This is an optimization exercise on Yosys and OpenROAD, whose aim is small area, not a production implementation.
RTL that was checked went through simulation tests only; none was proved equivalent to the original.
Power figures rest on the tool's default switching activity, not on a simulated workload.

==> flow/design.v (excerpt) <==
module fpgaDriver(clk, rst, led0, led1, led2, led3, led4, led5, led6, led7, led8, led9,
	switch0, switch1, switch2, switch8, switch9,
	button0, button1, button2, button3,
	hex0, hex1, hex2, hex3, hex4, hex5
);
==> flow/config.mk <==
export PLATFORM = sky130hd
export DESIGN_NAME = fpgaDriver
export DESIGN_NICKNAME = fpgaDriver
export VERILOG_FILES = /design/flow/design.v
export SDC_FILE = /design/flow/constraint.sdc
export NUM_CORES = 4
export LEC_CHECK = 0
export CAP_MARGIN = 20
export CORE_MARGIN = 2
export CORE_UTILIZATION = 40
export SLEW_MARGIN = 20
==> flow/constraint.sdc <==
create_clock -name core_clock -period 25.0 [get_ports {clk}]
set_input_delay 5.0000 -clock core_clock [delete_from_list [all_inputs] [get_ports {clk}]]
set_output_delay 5.0000 -clock core_clock [all_outputs]
set_load 0.01 [all_outputs]
standard.sh (not shown) runs the stock make flow with config.mk's settings and CLKGATE_MAP_FILE= SYNTH_SCRIPT=/design/flow/synth_recipe.tcl, a recipe that flattens the netlist after the stock synthesis.
==> flow/flow/run.sh <==
#!/bin/bash
# Layout flow: the standard flow with
#  * synthesis unchanged except for the ABC script (area oriented, flow/abc_area.script)
#  * port buffers of the smallest buffer (buf_1)
#  * CTS without dummy loads
#  * power recovery (downsizing) after global route
set -euo pipefail
W=$(pwd)
# synthesis script: the standard one with our ABC script
sed "s#^source \$::env(SCRIPTS_DIR)/synth_preamble.tcl#&\nset abc_args [list -script $W/flow/abc_area.script {*}\$lib_args {*}\$lib_dont_use_args -constr \$::env(OBJECTS_DIR)/abc.constr]#" \
  "$FLOW_HOME/scripts/synth.tcl" > my_synth.tcl
sed "s#\$::env(SCRIPTS_DIR)/synth.tcl#$W/my_synth.tcl#" synth_recipe.tcl > my_synth_recipe.tcl
sed "s#SYNTH_SCRIPT=[^ ]*#SYNTH_SCRIPT=$W/my_synth_recipe.tcl#" standard.sh > my_standard.sh
grep -q my_synth_recipe.tcl my_standard.sh
export BUFFER_PORTS_ARGS="-buffer_cell sky130_fd_sc_hd__buf_1"
export CTS_ARGS="-sink_clustering_enable -repair_clock_nets -dont_use_dummy_load"
export RECOVER_POWER=100
bash my_standard.sh > flow_make.log 2>&1
==> flow/flow/abc_area.script <==
strash
&get -n
&st
&syn2
&dch -f
&nf -R 1000
&put
strash
&get -n
&st
&dch -f
&nf -R 1000
&put
mfs3 -ae
The starting point finished but fails on max-capacitance violations, max-slew violations.
Edit:
==> flow/flow/run.sh (replaced) <==
#!/bin/bash
# Layout flow: the standard flow with
#  * synthesis unchanged except that adders are left to ABC (no ADDER_MAP_FILE)
#    and ABC runs an area script (flow/abc_area.script)
#  * port buffers of the smallest buffer (buf_1)
#  * CTS without dummy loads
set -euo pipefail
W=$(pwd)
sed "s#^source \$::env(SCRIPTS_DIR)/synth_preamble.tcl#&\nset abc_args [list -script $W/flow/abc_area.script {*}\$lib_args {*}\$lib_dont_use_args -constr \$::env(OBJECTS_DIR)/abc.constr]#" \
  "$FLOW_HOME/scripts/synth.tcl" > my_synth.tcl
sed "s#\$::env(SCRIPTS_DIR)/synth.tcl#$W/my_synth.tcl#" synth_recipe.tcl > my_synth_recipe.tcl
sed "s#SYNTH_SCRIPT=[^ ]*#SYNTH_SCRIPT=$W/my_synth_recipe.tcl#" standard.sh > my_standard.sh
grep -q my_synth_recipe.tcl my_standard.sh
export ADDER_MAP_FILE=
export BUFFER_PORTS_ARGS="-buffer_cell sky130_fd_sc_hd__buf_1"
export CTS_ARGS="-sink_clustering_enable -repair_clock_nets -dont_use_dummy_load"
bash my_standard.sh > flow_make.log 2>&1
==> flow/flow/abc_area.script (replaced) <==
strash
&get -n
&st
&deepsyn -T 120
&dch -f
&nf -R 1000
&put
Effect:
- With this change the flow went through all stages and came out clean
- non-clock buffer count goes down by 3
- routed wire length drops by 11%
- sequential cell count is unchanged
- utilization is lower by 0.60 points
- area after synthesis drops by 9.9%
- final cell count fell by 6.9%
- global-route usage is lower by 0.32 points
No run of this note included a check of the RTL's function; only the layout flow was run.

---

build 83:
fpgaDriver, a different RTL version from the one above (not shown whole).
Size: about 590 cells after synthesis, about 63 I/O pins, ~4400 um2 of cells after synthesis.
Settings: LEC_CHECK=0, CAP_MARGIN=0, CORE_MARGIN=2, CORE_UTILIZATION=40, SLEW_MARGIN=0; clock period 25.0 ns.
==> flow/flow/run.sh <==
#!/bin/bash
# Layout flow: the standard flow with
#  * synthesis unchanged except for technology mapping: adders are left to ABC
#    (no ADDER_MAP_FILE), and ABC runs several area scripts (deepsyn with 8 seeds) (flow/abc_*.script)
#    in parallel, keeping the mapping with the least cell area (flow/abc_multi.sh)
#  * port buffers of the smallest buffer (buf_1)
#  * CTS with clkbuf_8 and without dummy loads
set -euo pipefail
W=$(pwd)
sed -e "s#^  log_cmd abc {\*}\$abc_args#  write_rtlil $W/pre_abc.il\n  exec bash $W/flow/abc_multi.sh $W/flow $W/pre_abc.il $W/post_abc.il {*}[lrange \$abc_args 2 end] >@ stdout 2>@ stderr\n  design -reset\n  read_rtlil $W/post_abc.il\n  hierarchy -top \$::env(DESIGN_NAME)#" \
  "$FLOW_HOME/scripts/synth.tcl" > my_synth.tcl
grep -q abc_multi my_synth.tcl
sed "s#\$::env(SCRIPTS_DIR)/synth.tcl#$W/my_synth.tcl#" synth_recipe.tcl > my_synth_recipe.tcl
sed "s#SYNTH_SCRIPT=[^ ]*#SYNTH_SCRIPT=$W/my_synth_recipe.tcl#" standard.sh > my_standard.sh
grep -q my_synth_recipe.tcl my_standard.sh
export ADDER_MAP_FILE=
export BUFFER_PORTS_ARGS="-buffer_cell sky130_fd_sc_hd__buf_1"
export CTS_ARGS="-sink_clustering_enable -buf_list sky130_fd_sc_hd__clkbuf_8 -dont_use_dummy_load"
bash my_standard.sh > flow_make.log 2>&1
==> flow/flow/abc_4.script <==
strash
&get -n
&st
&deepsyn -T 90 -S 4
&dch -f
&nf -R 1000
&put
==> flow/flow/abc_5.script <==
strash
&get -n
&st
&deepsyn -T 90 -S 5
&dch -f
&nf -R 1000
&put
==> flow/flow/abc_6.script <==
strash
&get -n
&st
&deepsyn -T 90 -S 6
&dch -f
&nf -R 1000
&put
==> flow/flow/abc_7.script <==
strash
&get -n
&st
&deepsyn -T 90 -S 7
&dch -f
&nf -R 1000
&put
==> flow/flow/abc_8.script <==
strash
&get -n
&st
&deepsyn -T 90 -S 8
&dch -f
&nf -R 1000
&put
==> flow/flow/abc_multi.sh <==
#!/bin/bash
# abc_multi.sh DIR PRE.il OUT.il ABC_ARGS... : runs ABC with each DIR/abc_*.script on the
# design in PRE.il in parallel, and writes the mapped design with the least cell area to OUT.il
set -uo pipefail
D=$1; PRE=$2; OUT=$3; shift 3
LIB=""
for ((i = 1; i <= $#; i++)); do if [[ ${!i} == -liberty ]]; then j=$((i + 1)); LIB=${!j}; fi; done
T=$(dirname "$OUT")/abc_multi; mkdir -p "$T"
run_one() {
  local s=$1; shift
  local n; n=$(basename "$s" .script)
  "${YOSYS_EXE:-yosys}" -p "read_rtlil $PRE; abc -script $s $*; tee -o $T/$n.stat stat -liberty $LIB; write_rtlil $T/$n.il" > "$T/$n.log" 2>&1
}
export -f run_one
export PRE T LIB YOSYS_EXE
ls "$D"/abc_*.script | xargs -P "${NUM_CORES:-4}" -I{} bash -c 'run_one "$@"' _ {} "$@"
best=""; bestA=""
for s in "$D"/abc_*.script; do
  n=$(basename "$s" .script)
  a=$(grep "Chip area" "$T/$n.stat" 2>/dev/null | awk '{print $NF}')
  echo "abc_multi: $n area ${a:-failed}"
  [[ -n "$a" && -f "$T/$n.il" ]] || continue
  if [[ -z "$best" ]] || awk "BEGIN{exit !($a < $bestA)}"; then best=$n; bestA=$a; fi
done
[[ -n "$best" ]] || { echo "abc_multi: every ABC run failed"; exit 1; }
echo "abc_multi: best $best area $bestA"
cp "$T/$best.il" "$OUT"
Other scripts of this flow, unchanged in this note and not shown: flow/flow/abc_1.script, flow/flow/abc_2.script, flow/flow/abc_3.script
Input changes introduced in build 48 (baseline for comparison: build 83):
# build 83
export LEC_CHECK = 0
export CAP_MARGIN = 0
export CORE_MARGIN = 2
export CORE_UTILIZATION = 40
export SLEW_MARGIN = 0
create_clock -name core_clock -period 25.0 [get_ports {clk}]
# build 48
export LEC_CHECK = 0
export CAP_MARGIN = 20
export CORE_MARGIN = 2
export CORE_UTILIZATION = 40
export SLEW_MARGIN = 20
create_clock -name core_clock -period 25.0 [get_ports {clk}]
--- a/flow/flow/run.sh
+++ b/flow/flow/run.sh
@@ -3,3 +3,3 @@
 #  * synthesis unchanged except for technology mapping: adders are left to ABC
-#    (no ADDER_MAP_FILE), and ABC runs several area scripts (deepsyn with 8 seeds) (flow/abc_*.script)
+#    (no ADDER_MAP_FILE), and ABC runs several area scripts (flow/abc_*.script)
 #    in parallel, keeping the mapping with the least cell area (flow/abc_multi.sh)
==> flow/flow/abc_4.script <==
strash
&get -n
&st
&syn2
&dch -f
&nf -R 1000
&put
strash
&get -n
&st
&dch -f
&nf -R 1000
&put
--- a/flow/flow/abc_multi.sh
+++ b/flow/flow/abc_multi.sh
@@ -8,10 +8,7 @@
 T=$(dirname "$OUT")/abc_multi; mkdir -p "$T"
-run_one() {
-  local s=$1; shift
-  local n; n=$(basename "$s" .script)
-  "${YOSYS_EXE:-yosys}" -p "read_rtlil $PRE; abc -script $s $*; tee -o $T/$n.stat stat -liberty $LIB; write_rtlil $T/$n.il" > "$T/$n.log" 2>&1
-}
-export -f run_one
-export PRE T LIB YOSYS_EXE
-ls "$D"/abc_*.script | xargs -P "${NUM_CORES:-4}" -I{} bash -c 'run_one "$@"' _ {} "$@"
+for s in "$D"/abc_*.script; do
+  n=$(basename "$s" .script)
+  ( "${YOSYS_EXE:-yosys}" -p "read_rtlil $PRE; abc -script $s $*; tee -o $T/$n.stat stat -liberty $LIB; write_rtlil $T/$n.il" > "$T/$n.log" 2>&1 ) &
+done
+wait
 best=""; bestA=""
removed: flow/flow/abc_5.script
removed: flow/flow/abc_6.script
removed: flow/flow/abc_7.script
removed: flow/flow/abc_8.script
==> results.txt <==
Build 48 | status: complete | timing, DRC, antenna: pass. Looking at the reports, build 83 completed the entire flow and the layout it produced met the timing, design-rule and antenna checks. Relative to build 83, the detailed route wirelength on metal3 measured on build 48 has decreased by more than 10%. Cmp build 48 vs build 83: layout overhead on the synthesized area higher in build 48. Build 83 and build 48 ended up with roughly the same global routing met3 resource utilization. Build 48 against build 83: post-layout minimum cycle time went down, total number of vias now smaller, post-route cell area now sits higher. Between build 48 and build 83, the detailed-routed wire length on met2 does not differ in any meaningful way. Build 48 vs. build 83: row count about even, total power consumption of the routed design was more or less identical, cell-internal power essentially unchanged.
--- input diff build 48..build 20 ---
# build 48
export LEC_CHECK = 0
export CAP_MARGIN = 20
export CORE_MARGIN = 2
export CORE_UTILIZATION = 40
export SLEW_MARGIN = 20
create_clock -name core_clock -period 25.0 [get_ports {clk}]
# build 20
export LEC_CHECK = 0
export CAP_MARGIN = 0
export CORE_MARGIN = 2
export CORE_UTILIZATION = 40
export SLEW_MARGIN = 0
create_clock -name core_clock -period 25.0 [get_ports {clk}]
### Flow results
- Summary of build 20 over build 48: depth of the worst register-to-register path shows a reduction of 7.7%, wire length shows a reduction of 2.9%, area occupied by multi-input gates shows no meaningful change.
- Build 48 vs build 20, cell with the largest stage delay on the worst path: nor2_1 vs clkinv_1

-- separate check: timing with driven ports --
The results above use ideal ports. As a check the final layouts listed here were re-extracted and re-timed, cells and wires unchanged. Step 1, drivers: a clkbuf_16 drives clk and a buf_2 each remaining input, both assumed. Step 2 times the ports against the registers' clock, not the clock port: input delays grow and output delays shrink by t, the midpoint of the rising clock arrivals with the driver on. a / b / c = ideal ports / drivers / drivers and shift; a / b = the first two.
| run | t (ns) | setup slack, ns | worst setup path at the end |
|---|---|---|---|
| the first run of note 1 | 0.375 | 12.147 / 12.109 / 11.798 | input to register |
| the second run of note 1 | 0.376 | 12.513 / 12.491 / 12.491 | input to output |
| build 83 | 0.391 | 12.533 / 12.509 / 12.509 | input to output |
| build 48 | 0.387 | 12.542 / 12.518 / 12.518 | input to output |
| build 20 | 0.382 | 12.538 / 12.517 / 12.217 | input to register |
The setup slack of the first run of note 1, which loses most, moves by -0.038 ns with the drivers and by -0.349 ns with both steps.
